From an optimization exercise on the open Yosys and OpenROAD flow, aimed at small area, a short achievable clock period and few clock cycles per item; shortcuts taken in it are not production practice.
Where RTL was checked, it was by simulation tests only, not by an equivalence proof against the original.

==> flow/design.v (excerpt) <==
module iterative_karatsuba_32_16(clk, rst, enable, A, B, C, done);
    input clk;
    input rst;
    input enable;
    input [31:0] A;
    input [31:0] B;
    output [63:0] C;
    output done;
    reg        held;    
    reg [63:0] P_q;     
    wire bx1_0;
    wire bx2_0;
    wire bng_0;
    wire pp1;
    wire pp2;
    wire pp3;
    wire pp4;
    wire pp5;
    wire pp6;
    wire pp7;
    wire pp8;
    wire pp9;
    wire pp10;
    wire pp11;
    wire pp12;
    wire pp13;
    wire pp14;
    wire pp15;
    wire pp16;
    wire pp17;
    wire pp18;
    wire pp19;
    wire pp20;
    wire pp21;
    wire pp22;
    wire pp23;
    wire pp24;
    wire pp25;
    wire pp26;
    wire pp27;
    wire pp28;
    wire pp29;
    wire pp30;
    wire pp31;
    wire pp32;
    wire pp33;
    wire pn34;
    wire ps35;
    wire bx1_1;
    wire bx2_1;
    wire bng_1;
    wire pp36;
    wire pp37;
    wire pp38;
    wire pp39;
    wire pp40;
    wire pp41;
    wire pp42;
    wire pp43;
    wire pp44;
    wire pp45;
    wire pp46;
    wire pp47;
    wire pp48;
    wire pp49;
    wire pp50;
    wire pp51;
    wire pp52;
    wire pp53;
  ...
Size in the first run: ~65 flip-flops, roughly 25000 um2 of cells after synthesis.
clock: 42.0 ns
lec_check: 0
cap_margin: 20
core_margin: 2
core_utilization: 40
slew_margin: 20
standard.sh (not shown) runs the stock make flow with config.mk's settings and CLKGATE_MAP_FILE= SYNTH_SCRIPT=/design/flow/synth_recipe.tcl, a recipe that flattens the netlist after the stock synthesis.
==> flow/flow/run.sh <==
#!/bin/bash
# The standard layout with two changes:
#  - synthesis skips Yosys's early "abc -fast" (SYNTH_ARGS=-noabc), so the
#    multiplier's full adders reach extract_fa as written and no inverters
#    land between the adder cells;
#  - every port still gets its buffer, but a plain buf_2 rather than the
#    delay cell buffer_ports picks by default.
set -euo pipefail
export BUFFER_PORTS_ARGS="-buffer_cell sky130_fd_sc_hd__buf_2"
export SETUP_SLACK_MARGIN=19.5
bash standard.sh SYNTH_ARGS=-noabc synth > synth.log 2>&1
bash standard.sh > layout.log 2>&1
The baseline ran to the end with no violations.
==> next run, changes <==
--- a/flow/flow/run.sh
+++ b/flow/flow/run.sh
@@ -10 +9,0 @@
-export SETUP_SLACK_MARGIN=19.5
CORE_UTILIZATION = 65   (was 40)
PLACE_DENSITY = 0.75   (was unset)
What happened:
- clock-buffer cell count came out higher by 1
- wire length came out lower by 20%
- via count came out lower by 8.7%
- synthesized cell count is unchanged
- first-iteration DRC count came out higher by 6.9%
- final area came out lower by 20%
- cell count came out lower by 16%
==> next run, changes <==
CAP_MARGIN = 50   (was 20)
CORE_UTILIZATION = 40   (was 65)
PLACE_DENSITY = unset   (was 0.75)
SLEW_MARGIN = 70   (was 20)
=>
- setup slack improved by 0.84 ns
- worst hold slack barely changes
- utilization falls by 25 points
- non-clock buffer count rises by 21
Function was not checked in any run of this note: the RTL went through the layout flow alone.

wip/garnet:
iterative_karatsuba_32_16, a different RTL version from the one above (not shown whole).
Size: about 2600 cells after synthesis, about 65 flip-flops, about 130 I/O pins, about 25000 sq um of cells after synthesis.
// iterative_karatsuba_32_16
module iterative_karatsuba_32_16(clk, rst, enable, A, B, C, done);
    input clk;
    input rst;
    input enable;
    input [31:0] A;
    input [31:0] B;
    output [63:0] C;
    output done;
    reg        held;    
    reg [63:0] P_q;     
    wire bx1_0;
    wire bx2_0;
    wire bng_0;
    wire pp1;
    wire pp2;
    wire pp3;
    wire pp4;
    wire pp5;
    wire pp6;
    wire pp7;
    wire pp8;
    wire pp9;
    wire pp10;
    wire pp11;
    wire pp12;
    wire pp13;
    wire pp14;
    wire pp15;
    wire pp16;
    wire pp17;
    wire pp18;
    wire pp19;
    wire pp20;
    wire pp21;
    wire pp22;
    wire pp23;
    wire pp24;
    wire pp25;
    wire pp26;
    wire pp27;
    wire pp28;
    wire pp29;
    wire pp30;
    wire pp31;
    wire pp32;
    wire pp33;
    wire pn34;
    wire ps35;
    wire bx1_1;
    wire bx2_1;
    wire bng_1;
    wire pp36;
    wire pp37;
    wire pp38;
    wire pp39;
    wire pp40;
    wire pp41;
    wire pp42;
    wire pp43;
    wire pp44;
    wire pp45;
    wire pp46;
    wire pp47;
    wire pp48;
    wire pp49;
    wire pp50;
    wire pp51;
    wire pp52;
    wire pp53;
    wire pp54;
    wire pp55;
    wire pp56;
    wire pp57;
    wire pp58;
    wire pp59;
    wire pp60;
    wire pp61;
    wire pp62;
    wire pp63;
    wire pp64;
    wire pp65;
  ...
Settings: LEC_CHECK=0, ABC_AREA=1, CAP_MARGIN=20, CORE_MARGIN=2, CORE_UTILIZATION=40, CTS_BUF_LIST=sky130_fd_sc_hd__clkbuf_4 sky130_fd_sc_hd__clkbuf_8, SLEW_MARGIN=20; clock period 42.0 ns.
==> flow/flow/run.sh <==
#!/bin/bash
# The standard layout with two changes:
#  - synthesis skips Yosys's early "abc -fast" (SYNTH_ARGS=-noabc), so the
#    multiplier's full adders reach extract_fa as written and no inverters
#    land between the adder cells;
#  - every port still gets its buffer, but a plain buf_2 rather than the
#    delay cell buffer_ports picks by default.
set -euo pipefail
export BUFFER_PORTS_ARGS="-buffer_cell sky130_fd_sc_hd__buf_2"
export SETUP_SLACK_MARGIN=18
bash standard.sh SYNTH_ARGS=-noabc synth > synth.log 2>&1
bash standard.sh > layout.log 2>&1
Testbench counts of wip/garnet, summed over its fixed seeds: cycles 3,208, items 3,200.
diff inputs: wip/garnet => wip/tundra
Settings: setting PLACE_DENSITY to 0.7 for the first time; changing CORE_UTILIZATION from 40 to 60; removing CTS_BUF_LIST (formerly sky130_fd_sc_hd__clkbuf_4 sky130_fd_sc_hd__clkbuf_8).
[summary]
wip/tundra gives more number of signal-net buffers in the layout than wip/garnet did.
wip/tundra vs wip/garnet: area growth from synthesis to layout down
Met1 routing resource usage after global routing: wip/garnet and wip/tundra compared, higher one is wip/tundra
Relative to wip/garnet, post-route minimum period has gone up in wip/tundra.
Run comparison: wip/garnet launch point of the critical path B[1]; wip/tundra launch point of the critical path B[19]
Input changes introduced in wip/ember (baseline for comparison: wip/tundra):
Settings: clearing PLACE_DENSITY, which used to be 0.7; swapping 60 for 40 in CORE_UTILIZATION.
-- flow/flow/run.sh --
<<< wip/tundra, line 8
set -euo pipefail
export BUFFER_PORTS_ARGS="-buffer_cell sky130_fd_sc_hd__buf_2"
export SETUP_SLACK_MARGIN=18
bash standard.sh SYNTH_ARGS=-noabc synth > synth.log 2>&1
bash standard.sh > layout.log 2>&1
>>> wip/ember, line 8
set -euo pipefail
export BUFFER_PORTS_ARGS="-buffer_cell sky130_fd_sc_hd__buf_2"
export SETUP_SLACK_MARGIN=17.5
bash standard.sh SYNTH_ARGS=-noabc synth > synth.log 2>&1
bash standard.sh > layout.log 2>&1
Notes after the runs:
Every run in the comparison, wip/ember and wip/tundra, completed the flow with a clean layout.
Final non-filler cell total was lower in the run labelled wip/tundra.
Sort wip/ember and wip/tundra by met2 wire length, ascending, and wip/tundra comes first.
Relative to wip/tundra, layout buffering overhead excluding clock cells decreased by 0.69 points in wip/ember.
Relative to wip/ember, the following input files were edited for wip/harbor:
-- flow/flow/run.sh --
<<< wip/ember, line 8
set -euo pipefail
export BUFFER_PORTS_ARGS="-buffer_cell sky130_fd_sc_hd__buf_2"
export SETUP_SLACK_MARGIN=17.5
bash standard.sh SYNTH_ARGS=-noabc synth > synth.log 2>&1
bash standard.sh > layout.log 2>&1
>>> wip/harbor, line 8
set -euo pipefail
export BUFFER_PORTS_ARGS="-buffer_cell sky130_fd_sc_hd__buf_2"
export SETUP_SLACK_MARGIN=18
export RECOVER_POWER=50
bash standard.sh SYNTH_ARGS=-noabc synth > synth.log 2>&1
bash standard.sh > layout.log 2>&1
==> summary.txt <==
wip/harbor against wip/ember: via count normalized by instance count shows no meaningful change; number of standard cells in the final layout excluding fillers saw little to no change; diode insertion count for antenna repair held. Diff wip/ember -> wip/harbor: horizontal die dimension barely changed; minimum hold slack ~0 delta; wire length on met1 lower. Compared with wip/ember, wip/harbor shows a starting DRC count in detailed routing that is about 1.8% lower. wip/harbor against wip/ember: worst setup slack shows a reduction of 1.08 ns. To summarise wip/harbor: no stage aborted, but the layout did not pass its checks, failing on max-capacitance violations, max-slew violations.
What wip/amber does differently from wip/harbor at the input level:
Settings: setting CTS_BUF_LIST to sky130_fd_sc_hd__clkbuf_4 sky130_fd_sc_hd__clkbuf_8 for the first time; setting PLACE_DENSITY to 0.8 for the first time.
-- flow/flow/run.sh --
<<< wip/harbor, line 9
export BUFFER_PORTS_ARGS="-buffer_cell sky130_fd_sc_hd__buf_2"
export SETUP_SLACK_MARGIN=18
export RECOVER_POWER=50
bash standard.sh SYNTH_ARGS=-noabc synth > synth.log 2>&1
bash standard.sh > layout.log 2>&1
>>> wip/amber, line 9
export BUFFER_PORTS_ARGS="-buffer_cell sky130_fd_sc_hd__buf_2"
export SETUP_SLACK_MARGIN=18
bash standard.sh SYNTH_ARGS=-noabc synth > synth.log 2>&1
bash standard.sh > layout.log 2>&1
wip/amber | status: complete | timing, DRC, antenna: pass. wip/harbor → wip/amber: number of antenna violations at the first check in global routing now larger; sum of routed wire length over all layers now sits lower; share of the clock period used by the worst path fell by 3.5 points. Diff wip/harbor -> wip/amber: clock insertion delay at the later pin of the skew report now sits higher; number of setup violations in the final report now sits at about the same level; final core utilization now sits lower. Going from wip/harbor to wip/amber, critical-path maximum fanout has increased; synthesized cell count has remained practically unchanged; final RePlAce weighted congestion has increased.

Starting RTL as in the previous note.
## iterative_karatsuba_32_16
module iterative_karatsuba_32_16(clk, rst, enable, A, B, C, done);
Settings: LEC_CHECK=0, ABC_AREA=1, CAP_MARGIN=20, CORE_MARGIN=2, CORE_UTILIZATION=40, SLEW_MARGIN=20; clock period 42.0 ns.
==> flow/flow/run.sh <==
#!/bin/bash
# The standard layout with two changes:
#  - synthesis skips Yosys's early "abc -fast" (SYNTH_ARGS=-noabc), so the
#    multiplier's full adders reach extract_fa as written and no inverters
#    land between the adder cells;
#  - every port still gets its buffer, but a plain buf_2 rather than the
#    delay cell buffer_ports picks by default.
set -euo pipefail
export BUFFER_PORTS_ARGS="-buffer_cell sky130_fd_sc_hd__buf_2"
export SETUP_SLACK_MARGIN=18
bash standard.sh SYNTH_ARGS=-noabc synth > synth.log 2>&1
bash standard.sh > layout.log 2>&1
Testbench counts at the start, summed over its fixed seeds: cycles 3,208, items 3,200.
Change:
--- a/flow/flow/run.sh
+++ b/flow/flow/run.sh
@@ -6 +6 @@
-#  - every port still gets its buffer, but a plain buf_2 rather than the
+#  - every port still gets its buffer, but a plain buf_1 rather than the
@@ -9 +9 @@
-export BUFFER_PORTS_ARGS="-buffer_cell sky130_fd_sc_hd__buf_2"
+export BUFFER_PORTS_ARGS="-buffer_cell sky130_fd_sc_hd__buf_1"
Outcome: Routed wire length is higher by 1.3%; hold slack hardly moves; clock-buffer cell count is lower by 1; synthesized cell count is unchanged; core utilization is lower by 0.25 points; cell area is lower by 0.58%; non-clock buffer count is higher by 4; fmax is about the same.
Change:
CTS_BUF_LIST = sky130_fd_sc_hd__clkbuf_4 sky130_fd_sc_hd__clkbuf_8   (was unset)
What happened: Core utilization falls by 0.18 points. Synthesized cell count is unchanged. Design area came out lower slightly. Clock skew barely changes. Via count falls slightly. Area after synthesis stays the same.
Change:
--- a/flow/flow/run.sh
+++ b/flow/flow/run.sh
@@ -6 +6 @@
-#  - every port still gets its buffer, but a plain buf_1 rather than the
+#  - every port still gets its buffer, but a plain buf_2 rather than the
@@ -9,2 +9,2 @@
-export BUFFER_PORTS_ARGS="-buffer_cell sky130_fd_sc_hd__buf_1"
-export SETUP_SLACK_MARGIN=18
+export BUFFER_PORTS_ARGS="-buffer_cell sky130_fd_sc_hd__buf_2"
+export SETUP_SLACK_MARGIN=18.5
CTS_BUF_LIST = unset   (was sky130_fd_sc_hd__clkbuf_4 sky130_fd_sc_hd__clkbuf_8)
After rerunning:
- The changed run completed without violations
- worst hold slack gets worse by 0.0055 ns
- area after synthesis is unchanged
- die area does not change
- clock skew drops by 0.0094 ns

## zinc
Another version of the RTL of iterative_karatsuba_32_16 (not shown whole).
Size in the first run: about 2600 cells after synthesis, ~130 I/O pins, about 24000 µm² of cells after synthesis.
==> flow/config.mk <==
export PLATFORM = sky130hd
export DESIGN_NAME = iterative_karatsuba_32_16
export DESIGN_NICKNAME = iterative_karatsuba_32_16
export VERILOG_FILES = /design/flow/design.v
export SDC_FILE = /design/flow/constraint.sdc
export NUM_CORES = 4
export LEC_CHECK = 0
export ABC_AREA = 1
export CAP_MARGIN = 20
export CORE_MARGIN = 2
export CORE_UTILIZATION = 40
export CTS_BUF_LIST = sky130_fd_sc_hd__clkbuf_4 sky130_fd_sc_hd__clkbuf_8
export SLEW_MARGIN = 20
==> flow/constraint.sdc <==
create_clock -name core_clock -period 42.0 [get_ports {clk}]
set_input_delay 8.4000 -clock core_clock [delete_from_list [all_inputs] [get_ports {clk}]]
set_output_delay 8.4000 -clock core_clock [all_outputs]
set_load 0.01 [all_outputs]
==> flow/flow/run.sh <==
#!/bin/bash
# The standard layout with two changes:
#  - synthesis skips Yosys's early "abc -fast" (SYNTH_ARGS=-noabc), so the
#    multiplier's full adders reach extract_fa as written and no inverters
#    land between the adder cells;
#  - every port still gets its buffer, but a plain buf_2 rather than the
#    delay cell buffer_ports picks by default.
set -euo pipefail
export BUFFER_PORTS_ARGS="-buffer_cell sky130_fd_sc_hd__buf_2"
export SETUP_SLACK_MARGIN=18
bash standard.sh SYNTH_ARGS=-noabc synth > synth.log 2>&1
bash standard.sh > layout.log 2>&1
Here is what was changed in the inputs of raven compared with zinc.
Settings: CTS_BUF_LIST no longer set, was sky130_fd_sc_hd__clkbuf_4 sky130_fd_sc_hd__clkbuf_8.
==> summary.txt <==
Between raven and zinc, the core utilization figures differ only marginally. Against zinc, raven comes in 0.33% lower on wire length after detailed routing. Compared with zinc, in raven cell area ~0 delta; length of routed met3 wiring -about 4%.
No functional check of the RTL was part of any run of this note.

build 49:
iterative_karatsuba_32_16 with an RTL version that a note above also has.
Size: ~2,600 cells after synthesis, roughly 65 flip-flops, ~130 I/O pins, about 25,000 um2 of cells after synthesis.
Settings: LEC_CHECK=0, CAP_MARGIN=20, CORE_MARGIN=2, CORE_UTILIZATION=40, SLEW_MARGIN=20; clock period 42.0 ns.
Scripts as last shown in full above: flow/flow/run.sh
diff inputs: build 49 => build 34
- ABC_AREA newly set to 1
--- outcome ---
Summary of the comparison: total buffers and inverters traversed by the critical path is higher in build 34, relative to build 49. Build 34 vs. build 49: layout buffering overhead excluding clock cells has decreased, final critical-path share of the clock period has decreased, count of distinct cell types in the synthesized netlist has decreased. Per the comparison of build 34 with build 49, number of logic stages on the critical path including buffering has increased; largest net degree at the start of global routing has increased; total instance count after detailed placement has increased; minimum period implied by the final worst setup slack has decreased.
For build 5, these inputs were changed with respect to build 34:
- clearing ABC_AREA, which used to be 1
diff --git a/flow/flow/run.sh b/flow/flow/run.sh
--- a/flow/flow/run.sh
+++ b/flow/flow/run.sh
@@ -10 +9,0 @@
-export SETUP_SLACK_MARGIN=18
Findings:
The leading cell type in the layout, fill and taps excluded comes out sky130_fd_sc_hd__xor2_1 in one run and sky130_fd_sc_hd__xnor2_1 in the other, namely in build 34 and build 5 respectively. Final cell utilization of the core of build 34 is on par with build 5. Between build 34 and build 5, the register area figures differ only marginally. Build 5 against build 34: proportion of cell area occupied by registers saw an increase, area used by multi-input combinational logic went down by 0.44%.
Modified inputs, build 76 compared to build 5
diff --git a/flow/flow/run.sh b/flow/flow/run.sh
--- a/flow/flow/run.sh
+++ b/flow/flow/run.sh
@@ -9,0 +10 @@
+export SETUP_SLACK_MARGIN=21
Looking at the reports, build 76 completed the entire flow and the layout it produced met the timing, design-rule and antenna checks.
Summary of build 76 over build 5: worst hold slack now sits lower; buffer share of cell area now sits higher; global placer's final weighted congestion now sits lower; first-pass GRT wire length now sits higher.
Any difference in count of cell instances traversed by the critical path between build 76 and build 5 is small enough to ignore.
[build 76 vs build 5] total non-filler cell area in the finished layout: higher in build 76
No functional check of the RTL was part of any run of this note.

-- port drivers added, routing unchanged --
The flow's constraints put no driver on any port. The routed layouts listed below were extracted and timed again, unchanged, in two steps. Step 1 sets driving cells, clkbuf_16 on the clock port and buf_2 on the other inputs (assumed; they add their load-dependent delay and slew). Step 2, shift: input delay + t, output delay - t, t = (earliest + latest rising clock arrival at the registers) / 2. This alone moves slack from input paths to output paths. Slacks: ideal / step 1 / step 2; pairs: ideal / step 1.
| run | t, ns | setup slack, ns | latest minus earliest clock arrival (ns) | worst slew at a driven data input, ns |
|---|---|---|---|---|
| the first run of note 1 | 0.462 | 18.620 / 18.599 / 18.599 | 0.024 / 0.024 | 0.08 |
| the second run of note 1 | 0.414 | 16.733 / 16.714 / 16.714 | 0.008 / 0.008 | 0.05 |
| the third run of note 1 | 0.448 | 17.577 / 17.547 / 17.547 | 0.015 / 0.016 | 0.06 |
| wip/garnet | 0.499 | 18.293 / 18.258 / 18.258 | 0.029 / 0.029 | 0.05 |
| wip/tundra | 0.440 | 18.186 / 18.153 / 18.153 | 0.021 / 0.021 | 0.06 |
| wip/ember | 0.448 | 17.797 / 17.762 / 17.762 | 0.017 / 0.016 | 0.05 |
| wip/harbor | 0.446 | 16.718 / 16.686 / 16.686 | 0.016 / 0.017 | 0.05 |
| wip/amber | 0.498 | 18.204 / 18.126 / 18.126 | 0.013 / 0.014 | 0.11 |
| the first run of note 3 | 0.444 | 18.282 / 18.247 / 18.247 | 0.017 / 0.016 | 0.05 |
| the second run of note 3 | 0.449 | 18.248 / 18.226 / 18.226 | 0.016 / 0.017 | 0.06 |
| the third run of note 3 | 0.504 | 18.228 / 18.206 / 18.206 | 0.019 / 0.019 | 0.06 |
| the fourth run of note 3 | 0.447 | 18.529 / 18.492 / 18.492 | 0.016 / 0.016 | 0.05 |
| zinc | 0.503 | 18.209 / 18.185 / 18.185 | 0.030 / 0.030 | 0.13 |
| raven | 0.448 | 18.223 / 18.202 / 18.202 | 0.021 / 0.021 | 0.12 |
| build 49 | 0.452 | 18.176 / 18.153 / 18.153 | 0.015 / 0.015 | 0.05 |
| build 34 | 0.429 | 18.659 / 18.612 / 18.612 | 0.008 / 0.008 | 0.06 |
| build 5 | 0.447 | 16.754 / 16.731 / 16.731 | 0.017 / 0.018 | 0.05 |
| build 76 | 0.459 | 18.709 / 18.672 / 18.672 | 0.014 / 0.014 | 0.07 |
The setup slack of wip/amber, which loses most, moves by -0.078 ns with the drivers and by -0.078 ns with both steps.
